This design comes from an exercise in tuning for small area and a short achievable clock period on the open sky130 flow, not from production work.
For this run, only the layout was checked, not whether the RTL still works.
No activity file was given, so power comes from the tool's default toggle rates.

==> flow/design.v <==
`timescale 1ps/1ps
module neural_predictor(input clk, input rst, input current_pc_valid, input[15:0]current_pc, input result_valid, input [15:0]result_pc, input result,
	output current_should_jump);
	wire [3:0]hash_addr = current_pc[3 - 1:0];
	wire [3:0]result_hash_addr = result_pc[3 - 1:0];
	wire [6:0]hash_base = {hash_addr[2:0], 4'd0};
	wire [6:0]result_hash_base = {result_hash_addr[2:0], 4'd0};
	reg [8 - 1 : 0]history;
	reg [8 - 1 : 0]history_valid;
	reg signed [8 - 1:0]perceptron_table[2**3 * 16 - 1 : 0];
	wire signed [8 - 1 : 0]current_perceptron_weights[8 : 0];  
	wire signed [8 - 1 : 0]result_perceptron_weights[8 : 0];
	wire signed [31:0]adder_outs[8 : 0];
	assign adder_outs[0] = 1 * current_perceptron_weights[0];
	integer init;
	generate
		genvar i;
		for(i = 0; i < 8 + 1; i = i + 1) begin
			localparam [6:0] OFF = i;
			assign current_perceptron_weights[i] = perceptron_table[hash_base + OFF];
		end
		for(i = 0; i < 8 + 1; i = i + 1) begin
			localparam [6:0] OFF = i;
			assign result_perceptron_weights[i] = perceptron_table[result_hash_base + OFF];
		end
		for(i = 1; i < 8 + 1; i = i + 1) begin
			wire signed [31:0]mult = ~history_valid[i-1] ? 0 : (history[i-1] == 1 ? current_perceptron_weights[i] * 1 : current_perceptron_weights[i] * -1);
			adder a(adder_outs[i-1], mult, adder_outs[i]);
		end
	endgenerate
	wire signed [31:0]Y_weight_dot = adder_outs[8];
	assign current_should_jump = Y_weight_dot > 0;
	wire buff_valid;
	wire signed [31:0]buff_next;
	buffer wait_for_results(clk, rst, result_valid, current_pc_valid, Y_weight_dot, buff_valid, buff_next);
	wire [31:0]abs_Y_buff = buff_next[31] ? -buff_next : buff_next;
	integer j;
	always @(posedge clk) begin
		if(rst) begin
			for(init = 0; init < 2**3 * 16; init = init + 1) begin
				perceptron_table[init] <= 0;
			end
			history <= 0;
			history_valid <= 0;
		end
		else if(result_valid & buff_valid) begin
			if((~result ^ buff_next[31]) | (abs_Y_buff < 29)) begin  
				for(j = 0; j < 8 + 1; j = j + 1) begin
					if(result) begin
						if(j == 0) begin
							perceptron_table[result_hash_base + j[6:0]] <= result_perceptron_weights[j] + 1;
						end
						else if(history_valid[j-1]) begin
							perceptron_table[result_hash_base + j[6:0]] <= result_perceptron_weights[j] + history[j-1];
						end
					end
					else begin
						if(j == 0) begin
							perceptron_table[result_hash_base + j[6:0]] <= result_perceptron_weights[j] - 1;
						end
						else if(history_valid[j-1]) begin
							perceptron_table[result_hash_base + j[6:0]] <= result_perceptron_weights[j] - history[j-1];
						end
					end
				end
			end
			history <= (history << 1) | result;
			history_valid <= (history_valid << 1) | 1;
		end
	end
endmodule
module adder(input [31:0]p1, input [31:0]p2, output [31:0]out);
	assign out = p1 + p2;
endmodule
module buffer(input clk, input rst, input taken, input v_in, input [31:0]next, output v_out, output [31:0]next_Y);
reg [7:0]next_empty;
reg [7:0]next_pointer;
reg [31:0]data[7:0];
reg valid[7:0];
integer p;
assign next_Y = data[next_pointer];
assign v_out = valid[next_pointer];
always @(posedge clk) begin
	if(rst) begin
		for(p = 0; p < 8; p = p+1) begin
			valid[p] <= 0;
		end
		next_empty <= 0;
		next_pointer <= 0;
	end
	else begin
	if(v_in) begin
		data[next_empty] <= next;
		valid[next_empty] <= 1;
		next_empty <= (next_empty + 1) % 8;
	end
	if(taken) begin
		valid[next_pointer] <= 0;
		data[next_pointer] <= 0;
		next_pointer <= (next_pointer + 1) % 8;
	end
	end
end
endmodule
==> flow/run.sh <==
#!/bin/bash
# synth_recipe.tcl (not shown) runs the flow's synth.tcl, then flattens the netlist and writes it again
# the make line also repeats each setting of config.mk as NAME=value (left out here)
make -C /OpenROAD-flow-scripts/flow DESIGN_CONFIG=/design/flow/config.mk WORK_HOME=/design/flow/orfs CLKGATE_MAP_FILE= SYNTH_SCRIPT=/design/flow/synth_recipe.tcl finish
==> flow/config.mk <==
export PLATFORM = sky130hd
export DESIGN_NAME = neural_predictor
export DESIGN_NICKNAME = neural_predictor
export VERILOG_FILES = /design/flow/design.v
export SDC_FILE = /design/flow/constraint.sdc
export NUM_CORES = 4
export LEC_CHECK = 0
export CAP_MARGIN = 20
export CORE_MARGIN = 2
export CORE_UTILIZATION = 35
export PLACE_DENSITY = 0.55
export SLEW_MARGIN = 20
==> flow/constraint.sdc <==
create_clock -name core_clock -period 17.0 [get_ports {clk}]
set_input_delay 3.4000 -clock core_clock [delete_from_list [all_inputs] [get_ports {clk}]]
set_output_delay 3.4000 -clock core_clock [all_outputs]
set_load 0.01 [all_outputs]
==> run notes <==
==> registers in the layout (all words and copies together) (netlist names), named ones only <==
signal and cells:
wait_for_results.next_empty 3, wait_for_results.next_pointer 3, wait_for_results.data 256, wait_for_results.valid 8, history 8, history_valid 8
perceptron_table 576
==> area by class of cell <==
type	instances	area (um^2)
fill	15100	94100
inverter	321	1200
multi-input combinational	3845	28600
sequential	865	23100
timing repair buffer	141	1220
tap	2044	2560
clock buffer	128	2600
clock inverter	49	627
==> metrics by stage <==
stage / instance area (um^2) / hold slack [ns] / power [uW] / instances
after CTS: 59800 / 0.454 / 5920 / 7390
final: 59900 / 0.453 / 5910 / 7393
after floorplan: 54300 / 0.433 / 3360 / 5419
after detailed placement: 56600 / 0.446 / 3760 / 7213
after global routing: 59900 / 0.473 / 6130 / 7393
after global placement: 56600 / 0.439 / 3740 / 7211
==> worst min path at each step <==
stage / from / to
2_1_floorplan: wait_for_results.data[1][17] / wait_for_results.data[1][17]
5_1_grt: wait_for_results.data[7][17] / wait_for_results.data[7][17]
3_5_place_dp: wait_for_results.data[2][14] / wait_for_results.data[2][14]
3_3_place_gp: wait_for_results.data[1][21] / wait_for_results.data[1][21]
6_report: wait_for_results.data[5][8] / wait_for_results.data[5][8]
4_1_cts: wait_for_results.data[7][17] / wait_for_results.data[7][17]
==> worst reg2reg max path: cells and delay by family (launching register included) <==
family | cells | cell delay (ns)
buffers and inverters | 2 | 0.10
multiplexers | 2 | 1.01
AO/OA/AOI/OAI | 11 | 2.90
AND/OR/NAND/NOR | 5 | 1.12
flip-flops | 1 | 0.39
XOR/XNOR | 1 | 0.90
adder cells (fa/ha/maj) | 7 | 3.02
==> power by group <==
part | switching (uW) | internal, uW
Sequential | 83.5 | 2380
Combinational | 793 | 482
Clock | 943 | 1220
==> routing by layer <==
| metal | global-route usage | vias to the layer above | share of wire | wire length (um) |
|---|---|---|---|---|
| li1 | - | 19000 | - | - |
| met1 | 0.323 | 21400 | 0.42 | 79700 |
| met2 | 0.376 | 2070 | 0.46 | 86800 |
| met3 | 0.0373 | 365 | 0.086 | 16200 |
| met4 | 0.0822 | 0 | 0.033 | 6260 |
| met5 | 0 | - | 0 | 0 |
==> logic make-up (layout without fill, tap and decap cells) <==
kind of cell	after synthesis	after routing	share of synthesized area
simple gates	1901	1901	0.153
buf+inv	709	639	0.0526
flops	865	865	0.425
compound gates	1072	1072	0.125
xor+xnor	118	118	0.0190
mux	378	378	0.110
fa+ha+maj	376	376	0.115
==> layout by cell type (no fill, tap or decap), drive strengths merged, types with 26 or more instances in the layout <==
| master | instances |
|---|---|
| nor2 | 937 |
| edfxtp | 576 |
| nand2 | 498 |
| a21oi | 323 |
| inv | 323 |
| dfxtp | 289 |
| o22ai | 230 |
| fa | 207 |
| mux2i | 173 |
| mux4 | 172 |
| ha | 169 |
| buf | 134 |
| clkbuf | 128 |
| o21ai | 118 |
| a21o | 116 |
| nand3 | 112 |
| xnor2 | 80 |
| a22oi | 70 |
| nor4 | 66 |
| a211oi | 48 |
| nand2b | 39 |
| and3 | 39 |
| xor2 | 38 |
| nor2b | 34 |
| clkinv | 34 |
| mux2 | 33 |
| and2 | 29 |
| nand4 | 29 |
| o21a | 26 |
==> impl_results.md <==
* Ranking of synthesized cells by area: edfxtp_1, dfxtp_1, fa_1
* YS warnings at 2
* Total GRT Usage at 0.236
* Setup Skew at 0.0757 ns
* Mapped Nets at 5832
* Slowest cell on crit path: a311oi_1
* Vias in the first global route at 42000
* # setup viols final at 0
* Post-synth EDFFs at between 500 and 600
* Post-CTS setup buffer count at 0
* Post_cts resized at 0
* Arrival time worst endpoint at between 10 and 15 ns
* Worst path max stage delay at 0.59 ns
* Rows at 144
* H-tree depth at 3
* Buf+Inv Stages, Crit Path at 4
* Final WS setup at 0.763 ns
* Gpl congestion at about 0.94
* Syn Std Cell Area at 54300 um^2
* Final Critical Period at 16.24 ns
* CTS buffer count at 96
* Layout cells sized above 1 at 0.106
* DP HPWL at 121 mm
* Die W at 398 um
* Final setup TNS at 0 ns
* Synthesized area per cell at around 10 um^2
* Post-CTS Hold Fix Bufs at 0
* Crit path to: current_should_jump
* Clock transition at path regs at 0.06 ns
* Fin util at 0.389
* Worst reg2reg startpoint: perceptron_table[118][1]
* CP endpoint kind: output port
* IO Pins at 38
* Die Y at 398 um
* Core area at 154000 um^2
* Root Driver: clkbuf_16
* Worst ir drop on vdd at 0.0000752 V
* Internal reg-to-reg setup slack at 7.39 ns
* Hold Vio Cnt, Final at 0
* CP max FO at 34
* Clk buf depth at 3
* Power per cell area at just under 100 nW/um^2
* Dominant synthesized flop cell: edfxtp_1
* Final net count at 5683
* Area leader, netlist: edfxtp_1
* Max Slew Vio Count at 0
* Die area at 158000 um^2
* Max cap viols at 0
* Netlist cell types at 83
* CP Launch Type: input port
* Hold Path Stages at 2
* Vias per inst at between 5 and 6
* Post-route ant nets at 0
* Crit path max-delay family: adder cells
* Post-synth top cells: nor2_1, edfxtp_1, nand2_1, a21oi_1, inv_1
* Clock latency on the worst-skew pair at approximately 0.77 ns
* Initial Util at 0.352
* Largest net degree at the start of global routing at between 50 and 60
* Top-count cell post-synth: nor2_1
* Routed len/inst at ~26 um
* CP startpoint: current_pc[1]
* Total wire length at 189 mm
* Area grow syn2layout at 10.4%
* Detailed router's first-iteration violation count at between 4000 and 5000
* RSZ-0062 raised after global routing: no
* Ant diodes at 0
* Worst hold path class: flip-flop to flip-flop
* FF-to-FF End: wait_for_results.data[5][30]
* Port Buffers at 11
* Worst rel slew slack at 0.234
* Initial antenna violation count at 2
* Residual DRC at 0
* Critical Setup Path Class: input port to output port
* Worst slew pin tran at 1.14 ns
* Synthesis-stage register bit count at 865
* Stages on the worst setup path at 28
* Leak at approximately 0.022 uW
* Most frequent CP cell: fa_1
* First-pass GRT wire length at around 280 mm
* Sequential cell area fraction in the yosys report at 0.425
* Cells after Synth at around 5400
* Status: complete, no violations
* Clock sink total at 865
* DR pass1 iterations at 6
* Vias at 42800
* FMAX at 61.6 MHz
* Ys async rst share at 0
* Setup WS pre-CTS at 0.677 ns
* Yosys top cell area share at 0.319
* GRT overflow at 0
* CP Data Required Time at ~14 ns
* Worst r2r path cells at 28
* Final worst path period share at 0.955
* TritonCTS clock tree: built

static timing again, ports no longer ideal:
Ports are ideal in the flow. The routed layout listed here was re-timed in OpenROAD. Step 1 sets driving cells, clkbuf_16 on the clock port and buf_2 on the other inputs (assumed; they add their load-dependent delay and slew). Step 2 moves the port delays by t, midway between the first and last clock arrival at a register: inputs arrive t later, outputs are due t later. That takes back most of the time a late clock gives input paths. Three values: no drivers, after step 1, after step 2; two values: the first two.
shift t [ns]: 0.804
slack for setup (ns): 0.763 / 0.722 / 0.722
worst register clock-pin slew, ns: 0.08 / 0.08
After both steps setup and hold are still met in this run. The setup slack of this run moves by -0.041 ns with the drivers and by -0.041 ns with both steps.
